Background: an optimization exercise with open tools, aiming at small area, a short achievable clock period and few clock cycles per item. Do not read the settings as production practice.
Only simulation tests tie the RTL to the original design; equivalence was not proved.
Power and IR drop assume default switching activity.

$ cat flow/design.v
module rotation(A,rot,dir,C,clk);
input signed[35:0] A;
input dir,clk;
input [1:0] rot;
output reg signed[35:0] C;
always@(posedge clk)begin
		if(dir==0)begin
			case(rot)
			     0:C<=A;
				 1: begin C[35:32]<=A[27:24];
					 C[31:28]<=A[15:12];
					 C[27:24]<=A[3:0];
					 C[23:20]<=A[31:28];
					 C[19:16]<=A[19:16];
					 C[15:12]<=A[7:4];
					 C[11:8]<=A[35:32];
					 C[7:4]<=A[23:20];
					 C[3:0]<=A[11:8];
					 end
				 2:	begin C[3:0]<=A[35:32];
					 C[7:4]<=A[31:28];
					 C[11:8]<=A[27:24];
					 C[15:12]<=A[23:20];
					 C[19:16]<=A[19:16];
					 C[23:20]<=A[15:12];
					 C[27:24]<=A[11:8];
					 C[31:28]<=A[7:4];
					 C[35:32]<=A[3:0];
					 end
				 3: begin C[27:24]<=A[35:32];
					 C[15:12]<=A[31:28];
					 C[3:0]<=A[27:24];
					 C[31:28]<=A[23:20];
					 C[19:16]<=A[19:16];
					 C[7:4]<=A[15:12];
					 C[35:32]<=A[11:8];
					 C[23:20]<=A[7:4];
					 C[11:8]<=A[3:0];
					 end
			endcase	 
		end
		else begin
			case(rot)
			0:C<=A;
				 1: begin C[27:24]<=A[35:32];
					 C[15:12]<=A[31:28];
					 C[3:0]<=A[27:24];
					 C[31:28]<=A[23:20];
					 C[19:16]<=A[19:16];
					 C[7:4]<=A[15:12];
					 C[35:32]<=A[11:8];
					 C[23:20]<=A[7:4];
					 C[11:8]<=A[3:0];
					 end
				2:begin   C[35:32]<=A[3:0];
					 C[31:28]<=A[7:4];
					 C[27:24]<=A[11:8];
					 C[23:20]<=A[15:12];
					 C[19:16]<=A[19:16];
					 C[15:12]<=A[23:20];
					 C[11:8]<=A[27:24];
					 C[7:4]<=A[31:28];
					 C[3:0]<=A[35:32];
				end
				3:begin   C[35:32]<=A[27:24];
					 C[31:28]<=A[15:12];
					 C[27:24]<=A[3:0];
					 C[23:20]<=A[31:28];
					 C[19:16]<=A[19:16];
					 C[15:12]<=A[7:4];
					 C[11:8]<=A[35:32];
					 C[7:4]<=A[23:20];
					 C[3:0]<=A[11:8];
					 end
			endcase
		end
end
endmodule
module add(a,b,out);
input signed[35:0] a;
input signed[35:0] b;
output signed[143:0] out;
wire signed[143:0] out;
assign out[143:128]=$signed(a[35:32])+$signed(b[35:32]);
assign out[127:112]=$signed(a[31:28])+$signed(b[31:28]);
assign out[111:96]=$signed(a[27:24])+$signed(b[27:24]);
assign out[95:80]=$signed(a[23:20])+$signed(b[23:20]);
assign out[79:64]=$signed(a[19:16])+$signed(b[19:16]);
assign out[63:48]=$signed(a[15:12])+$signed(b[15:12]);
assign out[47:32]=$signed(a[11:8])+$signed(b[11:8]);
assign out[31:16]=$signed(a[7:4])+$signed(b[7:4]);
assign out[15:0]=$signed(a[3:0])+$signed(b[3:0]);
endmodule
module sub(a,b,out);
input signed[35:0] a;
input signed[35:0] b;
output signed[143:0] out;
wire signed[143:0] out;
assign out[143:128]=$signed(a[35:32])-$signed(b[35:32]);
assign out[127:112]=$signed(a[31:28])-$signed(b[31:28]);
assign out[111:96]=$signed(a[27:24])-$signed(b[27:24]);
assign out[95:80]=$signed(a[23:20])-$signed(b[23:20]);
assign out[79:64]=$signed(a[19:16])-$signed(b[19:16]);
assign out[63:48]=$signed(a[15:12])-$signed(b[15:12]);
assign out[47:32]=$signed(a[11:8])-$signed(b[11:8]);
assign out[31:16]=$signed(a[7:4])-$signed(b[7:4]);
assign out[15:0]=$signed(a[3:0])-$signed(b[3:0]);
endmodule
module mul(a,b,out);
input signed[35:0] a;
input signed[35:0] b;
output signed[143:0] out;
wire signed[143:0] out;
assign out[15:0]=$signed(a[11:8])*$signed(b[27:24])+$signed(a[7:4])*$signed(b[15:12])+$signed(a[3:0])*$signed(b[3:0]);
assign out[31:16]=$signed(a[11:8])*$signed(b[31:28])+$signed(a[7:4])*$signed(b[19:16])+$signed(a[3:0])*$signed(b[7:4]);
assign out[47:32]=$signed(a[11:8])*$signed(b[35:32])+$signed(a[7:4])*$signed(b[23:20])+$signed(a[3:0])*$signed(b[11:8]);
assign out[63:48]=$signed(a[23:20])*$signed(b[27:24])+$signed(a[19:16])*$signed(b[15:12])+$signed(a[15:12])*$signed(b[3:0]);
assign out[79:64]=$signed(a[23:20])*$signed(b[31:28])+$signed(a[19:16])*$signed(b[19:16])+$signed(a[15:12])*$signed(b[7:4]);
assign out[95:80]=$signed(a[23:20])*$signed(b[35:32])+$signed(a[19:16])*$signed(b[23:20])+$signed(a[15:12])*$signed(b[11:8]);
assign out[111:96]=$signed(a[35:32])*$signed(b[27:24])+$signed(a[31:28])*$signed(b[15:12])+$signed(a[27:24])*$signed(b[3:0]);
assign out[127:112]=$signed(a[35:32])*$signed(b[31:28])+$signed(a[31:28])*$signed(b[19:16])+$signed(a[27:24])*$signed(b[7:4]);
assign out[143:128]=$signed(a[35:32])*$signed(b[35:32])+$signed(a[31:28])*$signed(b[23:20])+$signed(a[27:24])*$signed(b[11:8]);
endmodule
module deter(a,out);
input signed[35:0] a;
output signed[15:0]out;
wire signed[15:0]out;
assign out=($signed(a[35:32])*$signed(a[19:16])*$signed(a[3:0]))+($signed(a[31:28])*$signed(a[15:12])*$signed(a[11:8]))+($signed(a[27:24])*$signed(a[23:20])*$signed(a[7:4]))-($signed(a[27:24])*$signed(a[19:16])*$signed(a[11:8]))-($signed(a[35:32])*$signed(a[15:12])*$signed(a[7:4]))-($signed(a[31:28])*$signed(a[23:20])*$signed(a[3:0]));
endmodule
module MATRIX(	
	CLK, 
	RESET, 
	IN_VALID, 
	IN, 
	OUT_VALID, 
	OUT
);
input           	  CLK;
input           	  RESET;
input           	  IN_VALID;
input 	signed[3:0]   IN;
output        reg  	  OUT_VALID;
output  signed[15:0]  OUT;
reg    signed[143:0] a_out2;
reg    signed[143:0] s_out2;
reg    signed[143:0] m_out2;
reg    signed[15:0] d_out2;
reg    signed[35:0] a;
wire   signed[35:0] a1;
reg    signed[35:0] b;
wire    signed[35:0] b1;
wire    signed[143:0] a_out;
wire    signed[143:0] s_out;
wire    signed[143:0] m_out;
wire    signed[15:0] d_out;
reg     [19:0] num;
reg    [4:0] count;
reg     [4:0] count2;
reg     signed[15:0]  OUT;
always @(posedge CLK) begin
if(RESET)begin
count<=0;
end
else if(IN_VALID && count<23)begin
if(count>=18)
    num <={num[15:0],IN};
else if(count>=9)
    b <={b[31:0],IN};
else
    a <= {a[31:0], IN};
count<=count+1;
end
else if(count2==14)
count<=0;
end
rotation rot_a(a,num[17:16],num[12],a1,CLK);
rotation rot_b(b,num[9:8],num[4],b1,CLK);
mul multi(a1,b1,m_out);
sub sub(a1,b1,s_out);
add add(a1,b1,a_out);
deter det1(a1,d_out);
always @(posedge CLK)begin
if(RESET)begin
OUT_VALID<=0;
count2<=0;
end
else if(count==23)begin
if(count2<4)
count2<=count2+1;
else if(count2==4)begin
a_out2<=a_out;
s_out2<=s_out;
m_out2<=m_out;
d_out2<=d_out;
count2<=count2+1;
end
else if(count2<14)begin
OUT_VALID<=1;
count2<=count2+1;
case(num[1:0])
2'b00:OUT<=a_out2[143:128];
2'b01:OUT<=s_out2[143:128];
2'b10:OUT<=m_out2[143:128];
2'b11:OUT<=d_out2[15:0];
endcase
a_out2<={a_out2[127:0],16'b0000000000000000};
s_out2<={s_out2[127:0],16'b0000000000000000};
m_out2<={m_out2[127:0],16'b0000000000000000};
end
else begin
OUT_VALID<=0;
count2<=0;
end
end
end
endmodule
$ cat flow/run.sh
#!/bin/bash
# synth_recipe.tcl (not shown) runs the flow's synth.tcl, then flattens the netlist and writes it again
# the make line also repeats each setting of config.mk as NAME=value (left out here)
make -C /OpenROAD-flow-scripts/flow DESIGN_CONFIG=/design/flow/config.mk WORK_HOME=/design/flow/orfs CLKGATE_MAP_FILE= SYNTH_SCRIPT=/design/flow/synth_recipe.tcl finish
$ cat flow/config.mk
export PLATFORM = sky130hd
export DESIGN_NAME = MATRIX
export DESIGN_NICKNAME = MATRIX
export VERILOG_FILES = /design/flow/design.v
export SDC_FILE = /design/flow/constraint.sdc
export NUM_CORES = 4
export LEC_CHECK = 0
export CAP_MARGIN = 20
export CORE_MARGIN = 2
export CORE_UTILIZATION = 40
export SLEW_MARGIN = 20
$ cat flow/constraint.sdc
create_clock -name core_clock -period 10.0 [get_ports {CLK}]
set_input_delay 2.0000 -clock core_clock [delete_from_list [all_inputs] [get_ports {CLK}]]
set_output_delay 2.0000 -clock core_clock [all_outputs]
set_load 0.01 [all_outputs]
==> results.txt <==
## kinds of logic (layout without fill, tap and decap cells)
family,count (synthesis),after routing
fa+ha+maj,1231,1231
compound gates,783,783
xor+xnor,366,366
buf+inv,928,937
simple gates,1337,1337
mux,26,26
flops,422,422
other cells,0,1
## area by class of cell
class	count	area share, %
clock inverters	29	0.609
clock buffers	65	2.60
repair buffers	114	1.76
well taps	1625	3.81
multi-input cells	3743	63.9
flip-flops and latches	422	22.2
diodes	1	0.00468
inverters	729	5.12
## metal layers
layer	track usage [%]	wire length (µm)
met3	2.93	9790
met4	6.25	4280
met1	31.3	61600
met5	0.415	73
met2	35.3	62200
## synthesized netlist by cell type (4+ instances only)
cell,number
a21oi_1,169
o21ai_0,233
o21a_1,50
buf_2,14
and2_2,6
or3_1,19
fa_1,546
and2_1,149
clkbuf_1,166
inv_1,721
buf_1,14
o311a_1,8
ha_1,685
dfxtp_1,83
and3_1,8
o31ai_1,30
o41ai_1,10
nor2_1,251
nand3_1,10
mux2_2,12
o2bb2ai_1,4
edfxtp_1,339
a31oi_1,68
mux2i_1,11
nor3_1,41
xnor2_1,265
clkinv_1,5
a21boi_0,16
nand2_1,657
nor4_1,13
o21bai_1,16
nor2b_1,108
nor3b_1,9
a21o_1,101
a211oi_1,67
nand2b_1,48
xnor3_1,5
xor2_1,93
## flip-flops by register name, indices dropped and copies added, names as in the netlist
register / count
rot_b.C: 36
OUT: 16
m_out2: 144
b: 36
num: 10
s_out2: 42
count2: 5
a: 36
OUT_VALID: 1
rot_a.C: 36
d_out2: 16
a_out2: 39
count: 5
## what timing repair did
item	CTS	global route
endpoints found under the setup margin	0	2
gates resized for setup	0	5
hold endpoints to repair	0	0
## where the power goes
group,switching [mW],internal [mW],total [mW]
Sequential,0.0192,2.63,2.64
Combinational,7.54,5.77,13.3
Clock,0.847,1.08,1.92
Total,8.40,9.48,17.9
## worst paths after layout
kind / cells past startpoint / startpoint / slack (ns) / to
max reg2reg: 31 / rot_a.C[29] / 0.56 / d_out2[14]
max: 31 / rot_a.C[29] / 0.56 / d_out2[14]
min reg2reg: 0 / a[18] / 0.36 / rot_a.C[18]
min: 0 / a[18] / 0.36 / rot_a.C[18]
==> run_results.csv <==
group,metric,value,unit
synthesis,synth_cell_types,67,
synthesis,synth_top_cell_area_share,22.1,%
sta,fin_crit_sh,94.4,%
global_routing,grtUsageTotal,22.1,%
critical_path,start_kind,"flip-flop",
floorplanning,core_region_area,122000,µm²
global_routing,gr-total-overflow,0,
routing,via_count,35131,
sta,fin_skew,0.0552,ns
synthesis,yosys-top-cells-area,"fa_1 (22%), edfxtp_1 (21%), ha_1 (17%)",
power,max-vdd-ir-drop,1.92,mV
critical_path,cp.required,10.42,ns
min_path,min_path_type,"reg2reg",
sta,min_period,9.44,ns
sta,whs,0.364,ns
run_status,status,"timing/DRC/antenna clean",
sta,max_freq,106,MHz
sta,drv_slew,0,
synthesis,synth_cells,5093,
placed_design,dpl_cell_area,51700,µm²
sta,setup_ws,0.559,ns
critical_path,cp_common_cell,"fa_1",
routing,avgViaCountPerCell,5.22,
clocking,ctsRootBufferMaster,"clkbuf_16",
synthesis,yosys.area_share.simple,12.3,%
global_routing,grt_max_degree,116,
final_layout,multiInputGateArea,34200,µm²
critical_path,worstSetupPathType,"reg2reg",
clocking,cts.clk_slew.worst_paths,0.07,ns
routing,remaining_drc_errors,0,
final_layout,num-nets-final,6299,
clocking,clock-sinks,422,
final_layout,finalInstanceArea,53400,µm²
routing,routed_wl,138,mm
final_layout,drive_gt1_share,4.45,%
clocking,insertion_delay,0.68,ns
power,power_density,335,nW/µm²
global_routing,first_global_vias,35587,
sta,setup_viol,0,
sta,worst_slew_pin_slew,1.08,ns
power,p_leak,25.5,nW
clocking,cts_buffers,51,
final_layout,layout_common_cells,"inv_1 (721), ha_1 (685), nand2_1 (657), fa_1 (546), edfxtp_1 (339)",
critical_path,critPathCaptureType,"flip-flop",
clocking,ctsHtreeMaxLevel,2,
clocking,post_cts_buffers,0,
critical_path,path_buf_inv,5,
final_layout,area_delta_synth_final,8.08,%
critical_path,critPathMaxFanout,11,
critical_path,cpLargestDelayFamily,"adder cells",
synthesis,ys_seq_elements,422,
routing,wl_per_cell,20.5,µm
synthesis,synth_top_area_cell,"fa_1",
sta,finalSetupTns,0,ns
synthesis,synth_area,49400,µm²
placed_design,io_buffers,23,
synthesis,avgSynthCellArea,9.71,µm²
final_layout,final_common_cell,"inv_1",
synthesis,synth-compound-area-share,9.81,%
routing,dr.pass1.iters,5,
floorplanning,die_x,356,µm
placed_design,place_inst,6633,
floorplanning,rows,128,
floorplanning,die_area,126000,µm²
floorplanning,die_y,356,µm
synthesis,synth-adder-area-share,39.4,%
routing,ant_nets,0,
final_layout,fillers,11728,
power,finalPower,17.9,mW
synthesis,synth_fp_nets,6331,
synthesis,synth_edf_count,339,
final_layout,instances_no_fill,6728,
floorplanning,io_pins,24,
routing,drtIter0Drc,2580,
clocking,cts_hold_buffers,0,
clocking,tritoncts,"yes",
placed_design,place_congestion,0.941,
final_layout,fin_util,43.7,%
global_routing,antenna_found_initial,5,
placed_design,hpwlAfterDp,107,mm
floorplanning,initial_core_util,40.5,%
synthesis,ys_seq_area_share,24.0,%
placed_design,preCtsSetupSlack,0.405,ns
sta,finalHoldViolCount,0,
synthesis,synthMuxAreaShare,0.633,%
synthesis,synth-xor-area-share,6.71,%
synthesis,ys.flop_type,"edfxtp_1",
critical_path,cp.arrival,9.86,ns
sta,relSlewSlack,27.6,%
final_layout,regArea,11800,µm²
synthesis,synth_top_family_by_area,"adder cells",
global_routing,grt_pass1_wl,211,mm
clocking,cts_buffer_depth,3,
critical_path,slowest_stage,"dfxtp_1",
sta,rsz0062_at_grt,"false",
critical_path,slowest_delay,0.72,ns
run,drv_cap,0,
synthesis,synth.yosys.warnings,2,
synthesis,async_reset_ff_share,0,%
Testbench counts, summed over its fixed seeds: cycles 60,800, items 1,600.

==> static timing again, ports no longer ideal <==
The flow's constraints put no driver on any port. The routed layout listed below was extracted and timed again, unchanged, in two steps.
Step 1 (the two cells are an assumption about what drives the block):
set clk [get_ports {CLK}]
set_driving_cell -lib_cell sky130_fd_sc_hd__clkbuf_16 $clk
set_driving_cell -lib_cell sky130_fd_sc_hd__buf_2 [delete_from_list [all_inputs] $clk]
Step 2 also shifts input and output timing later by t, the mid clock arrival at the registers, as if the neighbouring blocks saw the same clock.
Three values: no drivers, after step 1, after step 2; two values: the first two.
shift t [ns]: 0.720
setup WS [ns]: 0.559 / 0.559 / 0.559
hold WS [ns]: 0.364 / 0.364 / 0.364
After both steps setup and hold are still met in this run. For this run, drivers alone change the setup slack by 0.000 ns; drivers and shift together by 0.000 ns.
